Background: an optimization exercise with open tools, aiming at a short achievable clock period and few clock cycles. Do not read the settings as production practice. Power and IR drop assume default switching activity.

## the reference run
// datapath
module datapath (input clock, reset,
		 output [31:0] imem_addr,
		 input  [31:0] imem_rdata,
		 output        dmem_we,
		 output [31:0] dmem_addr, dmem_wdata,
		 input  [31:0] dmem_rdata);
For scale: about 11000 cells after synthesis.
==> flow/config.mk <==
export PLATFORM = sky130hd
export DESIGN_NAME = datapath
export DESIGN_NICKNAME = datapath
export VERILOG_FILES = /design/flow/design.v
export SDC_FILE = /design/flow/constraint.sdc
export NUM_CORES = 8
export LEC_CHECK = 0
export CAP_MARGIN = 25
export CORE_MARGIN = 2
export CORE_UTILIZATION = 40
export SETUP_SLACK_MARGIN = 3.2
export SLEW_MARGIN = 20
==> flow/constraint.sdc <==
create_clock -name core_clock -period 5.8 [get_ports {clock}]
set_input_delay 1.1600 -clock core_clock [delete_from_list [all_inputs] [get_ports {clock}]]
set_output_delay 1.1600 -clock core_clock [all_outputs]
set_load 0.01 [all_outputs]
standard.sh (not shown) runs the stock make flow with config.mk's settings and CLKGATE_MAP_FILE= SYNTH_SCRIPT=/design/flow/synth_recipe.tcl, a recipe that flattens the netlist after the stock synthesis.
==> flow/flow/run.sh <==
#!/bin/bash
# Layout flow: the standard flow, with synthesis mapping the logic through ABC with a
# delay-oriented script (flow/speed.abc) in place of the default one. Everything else,
# including the registers that synthesis produces, is the standard flow's.
set -euo pipefail
here=$(pwd)
bash standard.sh SYNTH_SCRIPT=$here/flow/synth.tcl finish > $here/standard.log 2>&1
==> flow/flow/speed.abc <==
&get -n
&st
&dch
&nf
&put
buffer -c
topo
stime -c
upsize -c
dnsize -c
==> flow/flow/synth.tcl <==
# The standard flow's synthesis script, with the ABC mapping script replaced by flow/speed.abc
set ::speed_abc [file join [file dirname [file normalize [info script]]] speed.abc]
proc abc {args} {
  set i [lsearch $args -script]
  lset args [expr {$i + 1}] $::speed_abc
  yosys abc {*}$args
}
source [file join [file dirname [file dirname [file normalize [info script]]]] synth_recipe.tcl]
What the trial run does differently from the reference run at the input level:
--- a/flow/design.v
+++ b/flow/design.v
@@ -71,17 +71,17 @@
 		 output [31:0] imem_addr,
 		 input  [31:0] imem_rdata,
 		 output        dmem_we,
 		 output [31:0] dmem_addr, dmem_wdata,
 		 input  [31:0] dmem_rdata);
 reg [31:2] pcw;		 
 wire [31:0] pc_f = {pcw, 2'b00};
 reg        v_d, pred_d;
-reg [31:0] ins_d, pc4_d, pcj_d, rsv_d, rtv_d;
+reg [31:0] ins_d, pc4_d, rsv_d, rtv_d;
 reg [16:0] blo_d;
 reg [13:0] pch_d;
 reg        he_rs, he_rt, hm_rs, hm_rt;	 
 reg        mf_d, ldst_d;
 reg [31:0] a_e, b_e, sd_e, alt_e;
 reg        sld_e, lta_e, ltb_e;
 reg        we_e, ld_e, st_e, br_e, brl_e, bne_e, pred_e, mul_e, msg_e, kill_e;
 reg [4:0]  wr_e;
@@ -114,34 +114,17 @@
 wire beq_f = op_f == 6'b000100;
 wire bne_f = op_f == 6'b000101;
 wire same_f = rs_f == rt_f;
 wire [17:0] blo_x = {1'b0, pc_f[17:2], 1'b1} + {1'b0, ins_f[15:0], 1'b1};
 wire [16:0] blo_f = blo_x[17:1];
 wire [31:0] btgt_f = {pc_f[31:18], blo_f[15:0], 2'b00};
 wire pred_f = ((beq_f & (same_f | ins_f[15])) | (bne_f & ~same_f)) & (blo_f[16] == ins_f[15]);
 wire [31:0] jtgt_f = {pc4_f[31:28], ins_f[25:0], 2'b00};
-localparam NJ = 4;
-localparam NJB = 2;
-reg [NJ-1:0] jv;
-reg [29:0] jtag [0:NJ-1];
-reg [29:0] jdst [0:NJ-1];
-reg [NJ-1:0] jhit_f;
-reg [29:0] jt_f;
-integer u;
-always @* begin
-	jt_f = 30'b0;
-	for (u = 0; u < NJ; u = u + 1) begin
-		jhit_f[u] = jv[u] & (jtag[u] == pc4_f[31:2]);
-		jt_f = jt_f | ({30{jhit_f[u]}} & jdst[u]);
-	end
-end
-wire fold_f = |jhit_f;
-wire [31:0] seq_f = fold_f ? {jt_f, 2'b00} : pc4_f;
-wire [31:0] npc_f = jmp_f ? jtgt_f : pred_f ? btgt_f : seq_f;
+wire [31:0] npc_f = jmp_f ? jtgt_f : pred_f ? btgt_f : pc4_f;
 always @(posedge clock)
 begin
 	if (reset) pcw <= 30'b0;
 	else if (redirect) pcw <= redirect_pc[31:2];
 	else if (~stall_d) pcw <= npc_f[31:2];
 end
 assign imem_addr = pc_f;
 wire rt0_f = op_f == 6'b000000;
@@ -212,48 +195,29 @@
 	ldst_d <= ~stall_d & v_d & i_lw & ((wr_d == rs_f & urs_f) | (wr_d == rt_f & urt_f));
 	if (stall_d) begin
 		rsv_d <= v_rs;
 		rtv_d <= v_rt;
 		hm_rs <= wr_e == rs;
 		hm_rt <= wr_e == rt;
 	end else begin
 		ins_d <= ins_f;
-		pc4_d <= seq_f;
-		pcj_d <= pc4_f;
+		pc4_d <= pc4_f;
 		blo_d <= blo_f;
 		pch_d <= pc_f[31:18];
 		pred_d <= pred_f;
 		rsv_d <= rsv_f;
 		rtv_d <= rtv_f;
 		mf_d <= mf_f;
 		he_rs <= wr_d == rs_f;
 		he_rt <= wr_d == rt_f;
 		hm_rs <= wr_e == rs_f;
 		hm_rt <= wr_e == rt_f;
 	end
 end
-wire i_j = op == 6'b000010;
-wire [29:0] jpc_d = pcj_d[31:2] - 30'd1;
-reg [NJ-1:0] jdup;
-integer w;
-always @* for (w = 0; w < NJ; w = w + 1) jdup[w] = jv[w] & (jtag[w] == jpc_d);
-reg [NJB-1:0] jptr;
-always @(posedge clock)
-begin
-	if (reset) begin
-		jv <= {NJ{1'b0}};
-		jptr <= {NJB{1'b0}};
-	end else if (v_d & i_j & ~(|jdup)) begin
-		jv[jptr] <= 1'b1;
-		jtag[jptr] <= jpc_d;
-		jdst[jptr] <= {pcj_d[31:28], ins_d[25:0]};
-		jptr <= jptr + 1'b1;
-	end
-end
 wire [31:0] res_e;
 wire fb_d = hit_e_rt & ~use_imm;
 wire [31:0] v_b = use_imm ? imm_d : v_rt;
 reg  [13:0] bhi_inc, bhi_dec;
 integer q;
 always @* begin
 	for (q = 0; q < 14; q = q + 1) begin
 		bhi_inc[q] = pch_d[q] ^ ((pch_d & ((14'd1 << q) - 14'd1)) == ((14'd1 << q) - 14'd1));
## What came out
Measured against each other, the reference run and the trial run differ in setup slack after placement, the lower figure coming from the reference run.
Relative to the reference run, clock-buffer cell count has decreased by 19% in the trial run.
As of the trial run, die boundary width had fallen by a few percent compared to the reference run.
The last element of the critical path comes out pcw[11] in one run and jdst[0][6] in the other, namely in the trial run and the reference run respectively.
The trial run vs the reference run, die area went down by about 10%.
The trial run vs. the reference run: layout overhead on the synthesized area lost 3.6 points; proportion of cell area occupied by registers grew by 0.20 points; wire length on met3 +9.4 mm.
From the reference run to the trial run the numbers moved as follows: post-synthesis adder-cell area fraction has increased, power has decreased, initial core utilization has remained practically unchanged.
NOTE non-filler instance count after layout the reference run->the trial run decreased by more than 10%
Against the reference run, multi-input combinational cell area in the trial run fell by a little under 10%.
Diff the reference run -> the trial run | cell depth of the worst setup path | decrease of 4
No functional check of the RTL was part of any run of this note.

## re-timing with driven ports
How much do the figures lean on ideal ports? The routed layouts below were timed once more, with nothing changed but the port constraints.
Step 1 assumes that a clkbuf_16 drives the clock port and a buf_2 every other input.
Step 2 moves the port delays by t, midway between the first and last clock arrival at a register: inputs arrive t later, outputs are due t later. That takes back most of the time a late clock gives input paths.
Three values: no drivers, after step 1, after step 2; two values: the first two.
run	t (ns)	slack for setup (ns)	clock arrival spread, ns	cell pins on the clock port's net
the reference run	1.027	1.800 / 1.800 / 1.299	0.068 / 0.067	1
the trial run	0.998	2.883 / 2.883 / 1.913	0.122 / 0.121	1
After both steps every run listed still meets setup and hold. The setup slack of the trial run, which loses most, moves by 0.000 ns with the drivers and by -0.970 ns with both steps.
